From an optimization exercise on the open Yosys and OpenROAD flow, aimed at small area and a short achievable clock period; shortcuts taken in it are not production practice. At most, simulation tests tie the RTL to the original design; equivalence was not proved. No driver is modelled on the clock port, so clock power and skew are understated where the tree is cut down; a real chip needs a root buffer or a tree. Power is estimated from default activity; no workload was simulated.

==> job 554: inputs <==
## adder_top
module adder_top (
    input         clk,
    input  [63:0] a,
    input  [63:0] b,
    input         cin,
    output [63:0] sum,
    output        cout
);
==> flow/config.mk <==
export PLATFORM = sky130hd
export DESIGN_NAME = adder_top
export DESIGN_NICKNAME = adder_top
export VERILOG_FILES = /design/flow/design.v
export SDC_FILE = /design/flow/constraint.sdc
export NUM_CORES = 4
export LEC_CHECK = 0
export ABC_CLOCK_PERIOD_IN_PS = 1500
export CAP_MARGIN = 20
export CORE_MARGIN = 2
export CORE_UTILIZATION = 40
export PLACE_DENSITY = 0.6
export SETUP_SLACK_MARGIN = 1.1
export SLEW_MARGIN = 20
export SYNTH_HIERARCHICAL = 1
==> flow/constraint.sdc <==
create_clock -name core_clock -period 3.1 [get_ports {clk}]
set_input_delay 0.6200 -clock core_clock [delete_from_list [all_inputs] [get_ports {clk}]]
set_output_delay 0.6200 -clock core_clock [all_outputs]
set_load 0.01 [all_outputs]
standard.sh (not shown) runs the stock make flow with config.mk's settings and CLKGATE_MAP_FILE= SYNTH_SCRIPT=/design/flow/synth_recipe.tcl, a recipe that flattens the netlist after the stock synthesis.
==> flow/flow/run.sh <==
#!/bin/bash
# Layout: the standard ORFS flow, with the input and output ports buffered
# by a plain buffer (buf_2) instead of the cell buffer_ports picks on its own.
set -euo pipefail
bash standard.sh BUFFER_PORTS_ARGS="-buffer_cell sky130_fd_sc_hd__buf_2" finish > flow_make.log 2>&1
==> inputs of job 9959, as changes to job 554 <==
==> flow/config.mk (replaced) <==
export PLATFORM = sky130hd
export DESIGN_NAME = adder_top
export DESIGN_NICKNAME = adder_top
export VERILOG_FILES = /design/flow/design.v
export SDC_FILE = /design/flow/constraint.sdc
export NUM_CORES = 4
export LEC_CHECK = 0
export ABC_CLOCK_PERIOD_IN_PS = 1000
export CAP_MARGIN = 20
export CORE_MARGIN = 2
export CORE_UTILIZATION = 65
export PLACE_DENSITY = 0.85
export SETUP_SLACK_MARGIN = 1.4
export SLEW_MARGIN = 20
export SYNTH_HIERARCHICAL = 1
==> inputs of job 2648, as changes to job 554 <==
==> flow/flow/run.sh (replaced) <==
#!/bin/bash
# Layout: the standard ORFS flow with two changes:
#  - the input and output ports are buffered by buf_1 (buffer_ports -buffer_cell)
#  - after clock tree synthesis, flow/skew.tcl gives the result registers a
#    later clock (useful skew on the register-to-register adder path); timing
#    repair then runs after global routing, with the skew in place.
set -euo pipefail
here=$(pwd)
bash standard.sh \
  BUFFER_PORTS_ARGS="-buffer_cell sky130_fd_sc_hd__buf_1" \
  SKIP_CTS_REPAIR_TIMING=1 \
  POST_CTS_TCL="$here/flow/skew.tcl" \
  finish > flow_make.log 2>&1
==> flow/flow/skew.tcl (new file) <==
# POST_CTS hook: give the result registers (sum_q, cout_q) a later clock than
# the operand registers, so the adder path between them gets more of the
# cycle.  Every result register's clock pin is moved from its leaf clock net
# onto a new net driven by a delay buffer hung on that same leaf net.
set skew_cell sky130_fd_sc_hd__clkbuf_4
set block [ord::get_db_block]
set master [[ord::get_db] findMaster $skew_cell]
if { $master == "NULL" } { error "no master $skew_cell" }
set groups [dict create]
foreach inst [$block getInsts] {
  set n [$inst getName]
  if { [string match "sum_q*" $n] || [string match "cout_q*" $n] } {
    set it [$inst findITerm CLK]
    set net [$it getNet]
    dict lappend groups [$net getName] $it
  }
}
set k 0
foreach netname [dict keys $groups] {
  set net [$block findNet $netname]
  set iterms [dict get $groups $netname]
  set newnet [odb::dbNet_create $block "clk_late_$k"]
  $newnet setSigType CLOCK
  set buf [odb::dbInst_create $block $master "clk_late_buf_$k"]
  set sx 0
  set sy 0
  foreach it $iterms {
    set b [[$it getInst] getBBox]
    set sx [expr { $sx + ([$b xMin] + [$b xMax]) / 2 }]
    set sy [expr { $sy + ([$b yMin] + [$b yMax]) / 2 }]
    $it disconnect
    $it connect $newnet
  }
  set n [llength $iterms]
  $buf setLocation [expr { $sx / $n }] [expr { $sy / $n }]
  $buf setPlacementStatus PLACED
  foreach it [$buf getITerms] {
    set mt [$it getMTerm]
    if { [$mt getSigType] == "POWER" || [$mt getSigType] == "GROUND" } { continue }
    if { [$mt getIoType] == "INPUT" } { $it connect $net }
    if { [$mt getIoType] == "OUTPUT" } { $it connect $newnet }
  }
  puts "skew: $netname -> clk_late_$k ($n result registers)"
  incr k
}
global_connect
detailed_placement
check_placement -verbose
estimate_parasitics -placement
report_clock_skew
report_checks -path_delay max -digits 3
report_checks -path_delay max -to [all_outputs] -digits 3
report_worst_slack -max
report_worst_slack -min
--- a/flow/config.mk
+++ b/flow/config.mk
@@ -9,7 +9,8 @@
 export CAP_MARGIN = 20
 export CORE_MARGIN = 2
 export CORE_UTILIZATION = 40
+export CTS_BUF_LIST = sky130_fd_sc_hd__clkbuf_8
 export PLACE_DENSITY = 0.6
-export SETUP_SLACK_MARGIN = 1.1
+export SETUP_SLACK_MARGIN = 1.3
 export SLEW_MARGIN = 20
 export SYNTH_HIERARCHICAL = 1
==> flow_metrics.env <==
export IMPL_cp_arrival_ps=2260
export IMPL_status="timing/DRC/antenna clean"
export IMPL_p_total_mw=6.369
export IMPL_ir_drop_mv=0.2914
export IMPL_rr_startpoint="b_q[4]"
export IMPL_fin_skew_ps=178.7
export IMPL_placed_area_um2=8594
The numbers above come from job 2648.

==> flow_metrics.env <==
export IMPL_status="timing/DRC/antenna clean"
export IMPL_cp_arrival_ps=2300
export IMPL_ir_drop_mv=0.5011
export IMPL_rr_startpoint="b_q[6]"
export IMPL_fin_skew_ps=9.864
export IMPL_placed_area_um2=8830
export IMPL_p_total_mw=6.497
The numbers above come from job 554.

==> flow_metrics.env <==
export IMPL_error_line="[ERROR GRT-0232] Routing congestion too high. Check the congestion heatmap in the GUI."
export IMPL_ys_types=9
export IMPL_worstEndpointGrtRepair="sum_q[50]$_DFF_P_/D"
export IMPL_placed_area_um2=8761
export IMPL_worst_path_end_type="sequential cell input"
export IMPL_lastStage="global routing"
export IMPL_cts_sinks=194
export IMPL_status="aborted with a tool error"
The numbers above come from job 9959.



==> job 4254: inputs <==
adder_top, a different RTL version from the one above (not shown whole).
## adder_top
module adder_top (
    input         clk,
    input  [63:0] a,
    input  [63:0] b,
    input         cin,
    output [63:0] sum,
    output        cout
);
    reg [63:0] a_q, b_q;
    reg        cin_q;
    reg [63:0] sum_q;
    reg        cout_q;
    wire [63:0] s;
    wire        c;
    Adder #(.WIDTH(64)) u_adder (
        .io_a   (a_q),
        .io_b   (b_q),
        .io_cin (cin_q),
        .io_sum (s),
        .io_cout(c)
    );
    always @(posedge clk) begin
        a_q    <= a;
        b_q    <= b;
        cin_q  <= cin;
        sum_q  <= s;
        cout_q <= c;
    end
    assign sum  = sum_q;
    assign cout = cout_q;
endmodule
==> flow/config.mk <==
export PLATFORM = sky130hd
export DESIGN_NAME = adder_top
export DESIGN_NICKNAME = adder_top
export VERILOG_FILES = /design/flow/design.v
export SDC_FILE = /design/flow/constraint.sdc
export NUM_CORES = 4
export LEC_CHECK = 0
export ABC_CLOCK_PERIOD_IN_PS = 1000
export CAP_MARGIN = 20
export CORE_MARGIN = 2
export CORE_UTILIZATION = 40
export PLACE_DENSITY = 0.6
export SETUP_SLACK_MARGIN = 1.6
export SLEW_MARGIN = 20
export SYNTH_HIERARCHICAL = 1
==> flow/constraint.sdc <==
create_clock -name core_clock -period 3.1 [get_ports {clk}]
set_input_delay 0.6200 -clock core_clock [delete_from_list [all_inputs] [get_ports {clk}]]
set_output_delay 0.6200 -clock core_clock [all_outputs]
set_load 0.01 [all_outputs]
==> flow/flow/run.sh <==
#!/bin/bash
# Layout: the standard ORFS flow, with the input and output ports buffered
# by a plain buffer (buf_2) instead of the cell buffer_ports picks on its own.
set -euo pipefail
bash standard.sh BUFFER_PORTS_ARGS="-buffer_cell sky130_fd_sc_hd__buf_2" finish > flow_make.log 2>&1
==> job 9892 (differences from job 4254) <==
- CORE_UTILIZATION: 40 -> 65
- PLACE_DENSITY: 0.6 -> 0.85
- SETUP_SLACK_MARGIN: 1.6 -> 1.4
==> summary.txt <==
| metric | job 4254 | job 9892 |
|---|---|---|
| Floorplan row count | 55 | 43 |
| Die outline width | 157 um | 124 um |
| DIE HEIGHT | 157 um | 124 um |
| Run status | timing/DRC/antenna clean | aborted with a tool error |
| Last stage reached | - | global routing |
| Dpl hpwl | 23300 um | 22400 um |
| Post-synthesis share of cell area spent on and, or, nand and nor gates | 15.8% | 15.8% |
| Starting Density | 40.9% | 66.9% |
| Global placer's final weighted congestion | 0.920 | 1.04 |
| Number of buffers added for setup after CTS | 36 | 28 |
| Async S/R FF share, synth | 0% | 0% |
| Placement Setup Slack | 989 ps | 794 ps |
| Multiplexer area fraction after synthesis | 0% | 0% |
| Yosys Warn Count | 7 | 7 |
| Post-CTS sizing | 370 | 368 |
| Total cell area at the placement stage | 10900 sq um | 10600 sq um |
| Placed Cells incl. Taps | 1565 | 1432 |
No functional check of the RTL was part of any run of this note.


==> job 2483: inputs <==
Another version of the RTL of adder_top (not shown whole).
export LEC_CHECK = 0
export ABC_CLOCK_PERIOD_IN_PS = 100000
export CAP_MARGIN = 20
export CORE_MARGIN = 2
export CORE_UTILIZATION = 40
export PLACE_DENSITY = 0.6
export SETUP_SLACK_MARGIN = 1.3
export SLEW_MARGIN = 20
export SYNTH_HIERARCHICAL = 1
create_clock -name core_clock -period 3.1 [get_ports {clk}]
==> flow/flow/run.sh <==
#!/bin/bash
# Layout: the standard ORFS flow (standard.sh) with these changes:
#  - the input and output ports are buffered by buf_1 (buffer_ports -buffer_cell),
#    and after clock tree synthesis flow/outbuf.tcl makes the output ones stronger;
#  - after clock tree synthesis, flow/clocktree.tcl replaces the clock tree with
#    a two-level one (see its header); timing repair then runs after global
#    routing, on the new tree.
# make's full output goes to flow_make.log; each ORFS step logs to orfs/logs/.
set -euo pipefail
here=$(pwd)
# clock tree cells (read by flow/clocktree.tcl)
export CT_IN_ROOTS=3 CT_IN_LEAVES=9 CT_OUT_LEAVES=4
export CT_IN_CELL=sky130_fd_sc_hd__clkbuf_16
export CT_IN_LEAF_CELL=sky130_fd_sc_hd__clkbuf_8
export CT_MID_CELL=sky130_fd_sc_hd__clkbuf_2
export CT_OUT_CELL=sky130_fd_sc_hd__clkbuf_16
# output port buffer (read by flow/outbuf.tcl)
export OUT_PORT_BUF=sky130_fd_sc_hd__buf_2
bash standard.sh \
  BUFFER_PORTS_ARGS="-buffer_cell sky130_fd_sc_hd__buf_1" \
  SKIP_CTS_REPAIR_TIMING=1 \
  POST_CTS_TCL="$here/flow/post_cts.tcl" \
  finish > flow_make.log 2>&1
Other scripts of this flow, unchanged in this note and not shown: flow/flow/clocktree.tcl, flow/flow/outbuf.tcl, flow/flow/post_cts.tcl
==> inputs of job 4345, as changes to job 2483 <==
- ABC_CLOCK_PERIOD_IN_PS: 100000 -> 1500
- SETUP_SLACK_MARGIN: 1.3 -> 1.4
==> summary.txt <==
quantity                                            job 4345      job 2483
Leakage                                              4.08 nW       4.01 nW
Start point of the critical path                      b_q[8]       b_q[12]
Reg-to-Reg End                                     sum_q[52]     sum_q[54]
Result of the run                   timing/DRC/antenna clean  timing/DRC/antenna clean
Overall fraction of global-route tracks in use         17.3%         16.5%
Multi-input combinational cell area             0.00439 mm^2  0.00407 mm^2
IR drop worst, VDD                                0.000376 V    0.000419 V
Switching share of total power                         30.3%         29.5%
Overall power                                        5.70 mW       5.57 mW
Layout Cell Area excl Fill                      0.00996 mm^2  0.00957 mm^2
Wire length of the first global-routing pass        27500 um      26100 um
Detail-routed via count per cell                        4.52          4.46
WHS                                                   195 ps        157 ps
Worst setup path endpoint                          sum_q[52]     sum_q[54]
Power share of the clock group                         26.4%         26.3%
Power share of the sequential group                    50.5%         51.4%
Detailed placer's ending HPWL                       14100 um      13900 um
Sequential power                                     2.88 mW       2.87 mW
Instance area at placement                      0.00892 mm^2  0.00883 mm^2
Via count of the first global-routing pass              5661          5474
Fin cells                                               1289          1283
In every run of this note, the design's own scripts or RTL, not TritonCTS, make the clock network.


==> inputs of v34 <==
adder_top, a different RTL version from the one above (not shown whole).
==> flow/config.mk <==
export PLATFORM = sky130hd
export DESIGN_NAME = adder_top
export DESIGN_NICKNAME = adder_top
export VERILOG_FILES = /design/flow/design.v
export SDC_FILE = /design/flow/constraint.sdc
export NUM_CORES = 4
export LEC_CHECK = 0
export ABC_CLOCK_PERIOD_IN_PS = 1500
export CAP_MARGIN = 20
export CORE_MARGIN = 2
export CORE_UTILIZATION = 40
export PLACE_DENSITY = 0.6
export SETUP_SLACK_MARGIN = 1.4
export SLEW_MARGIN = 20
export SYNTH_HIERARCHICAL = 1
==> flow/constraint.sdc <==
create_clock -name core_clock -period 3.1 [get_ports {clk}]
set_input_delay 0.6200 -clock core_clock [delete_from_list [all_inputs] [get_ports {clk}]]
set_output_delay 0.6200 -clock core_clock [all_outputs]
set_load 0.01 [all_outputs]
==> flow/flow/run.sh <==
#!/bin/bash
# Layout: the standard ORFS flow (standard.sh) with these changes:
#  - after floorplanning, flow/downsize.tcl sets every logic gate to its
#    smallest drive strength (timing repair later upsizes what it needs);
#  - the input and output ports are buffered by buf_1 (buffer_ports -buffer_cell),
#    and after clock tree synthesis flow/outbuf.tcl makes the output ones stronger;
#  - after clock tree synthesis, flow/clocktree.tcl replaces the clock tree with
#    a two-level one (see its header); timing repair then runs after global
#    routing, on the new tree.
# make's full output goes to flow_make.log; each ORFS step logs to orfs/logs/.
set -euo pipefail
here=$(pwd)
# clock tree cells (read by flow/clocktree.tcl)
export CT_IN_ROOTS=3 CT_IN_LEAVES=9 CT_OUT_LEAVES=4
export CT_IN_CELL=sky130_fd_sc_hd__clkbuf_16
export CT_IN_LEAF_CELL=sky130_fd_sc_hd__clkbuf_8
export CT_MID_CELL=sky130_fd_sc_hd__clkbuf_2
export CT_OUT_CELL=sky130_fd_sc_hd__clkbuf_16
# output port buffer (read by flow/outbuf.tcl)
export OUT_PORT_BUF=sky130_fd_sc_hd__buf_2
bash standard.sh \
  BUFFER_PORTS_ARGS="-buffer_cell sky130_fd_sc_hd__buf_1" \
  POST_FLOORPLAN_TCL="$here/flow/downsize.tcl" \
  SKIP_CTS_REPAIR_TIMING=1 \
  POST_CTS_TCL="$here/flow/post_cts.tcl" \
  finish > flow_make.log 2>&1
Other scripts of this flow, unchanged in this note and not shown: flow/flow/clocktree.tcl, flow/flow/downsize.tcl, flow/flow/outbuf.tcl, flow/flow/post_cts.tcl
==> inputs of v10, as changes to v34 <==
--- a/flow/config.mk
+++ b/flow/config.mk
@@ -10,4 +10,4 @@
 export CORE_MARGIN = 2
-export CORE_UTILIZATION = 40
-export PLACE_DENSITY = 0.6
+export CORE_UTILIZATION = 50
+export PLACE_DENSITY = 0.7
 export SETUP_SLACK_MARGIN = 1.4
==> inputs of v17, as changes to v34 <==
--- a/flow/config.mk
+++ b/flow/config.mk
@@ -12,3 +12,3 @@
 export PLACE_DENSITY = 0.6
-export SETUP_SLACK_MARGIN = 1.4
+export SETUP_SLACK_MARGIN = 1.35
 export SLEW_MARGIN = 20
==> summary.txt <==
item	v34	v17	v10
Outcome	timing/DRC/antenna clean	timing/DRC/antenna clean	timing/DRC/antenna clean
Power Density	614 nW/um2	614 nW/um2	609 nW/um2
Dpl ws	0.679 ns	0.516 ns	0.803 ns
Die W	142 um	142 um	127 um
Hold path cells	3	3	1
Hold WS	0.314 ns	0.317 ns	0.278 ns
Die outline area	20,100 um2	20,100 um2	16,200 um2
Final std cells w/o fill	1,253	1,255	1,208
Max transition margin	76.1%	77.1%	77.9%
Worst-Skew Late Latency	0.57 ns	0.54 ns	0.54 ns
R2R setup slack	1.47 ns	1.42 ns	1.36 ns
Footprint of the flip-flops and latches	3890 um2	3880 um2	3890 um2
Total non-filler cell area in the finished layout	8820 um2	8700 um2	8850 um2
Placer Congestion	0.811	0.788	0.794
Met3 WL post-DR	1.05 mm	931 um	924 um
Proportion of layout cells with a drive suffix above 1	21.1%	17.8%	23.1%
Max VDD drop	0.353 mV	0.359 mV	0.398 mV
Worst Skew	0.284 ns	0.279 ns	0.270 ns
Post-DP Area	7870 um2	7860 um2	7810 um2
Source of the worst hold timing path	b_q[27]	a_q[36]	cin_q
Arrival time at the worst endpoint	1.04 ns	2.12 ns	2.16 ns
Routed wire length	16.3 mm	15.9 mm	15.9 mm
Logic depth of the worst register-to-register path	10	10	9
Sequential Power Share	52.7%	53.4%	53.2%
Required time of the critical path	2.48 ns	3.53 ns	3.52 ns
Layout area overhead	16.2%	14.7%	16.6%
Fmax	603 MHz	594 MHz	574 MHz
No run of this note takes its clock network from TritonCTS; it comes from the design's own scripts or RTL.

[separate check: timing with driven ports]
How much do the figures lean on ideal ports? The routed layouts below were timed once more, with nothing changed but the port constraints.
Step 1 sets driving cells, clkbuf_16 on the clock port and buf_2 on the other inputs (assumed; they add their load-dependent delay and slew).
Step 2 adds t to the input delays and takes it off the output delays; t is the mean of the earliest and latest rising clock arrival at the registers after step 1. Input paths then give back, and output paths get back, about the clock's delay inside the block.
a / b / c = no drivers / after step 1 / after step 2; a / b = the first two.
run	shift t [ns]	setup WS [ns]	latest minus earliest clock arrival (ns)	slew at the worst register clock pin (ns)	cell pins on the clock port's net
job 554	0.476	1.157 / 1.157 / 1.157	0.010 / 0.010	0.07 / 0.07	1
job 2648	0.563	1.335 / 1.302 / 1.335	0.181 / 0.182	0.10 / 0.10	1
job 4254	0.485	1.253 / 1.253 / 1.253	0.014 / 0.015	0.08 / 0.08	1
job 2483	0.498	1.395 / 1.332 / 1.395	0.296 / 0.296	0.09 / 0.09	4
job 4345	0.490	1.419 / 1.364 / 1.419	0.298 / 0.298	0.12 / 0.12	4
v34	0.505	1.443 / 1.364 / 1.466	0.284 / 0.284	0.12 / 0.12	4
v10	0.479	1.358 / 1.357 / 1.357	0.270 / 0.269	0.10 / 0.10	4
v17	0.485	1.418 / 1.352 / 1.417	0.283 / 0.283	0.11 / 0.11	4
After both steps setup and hold are still met in every run listed.
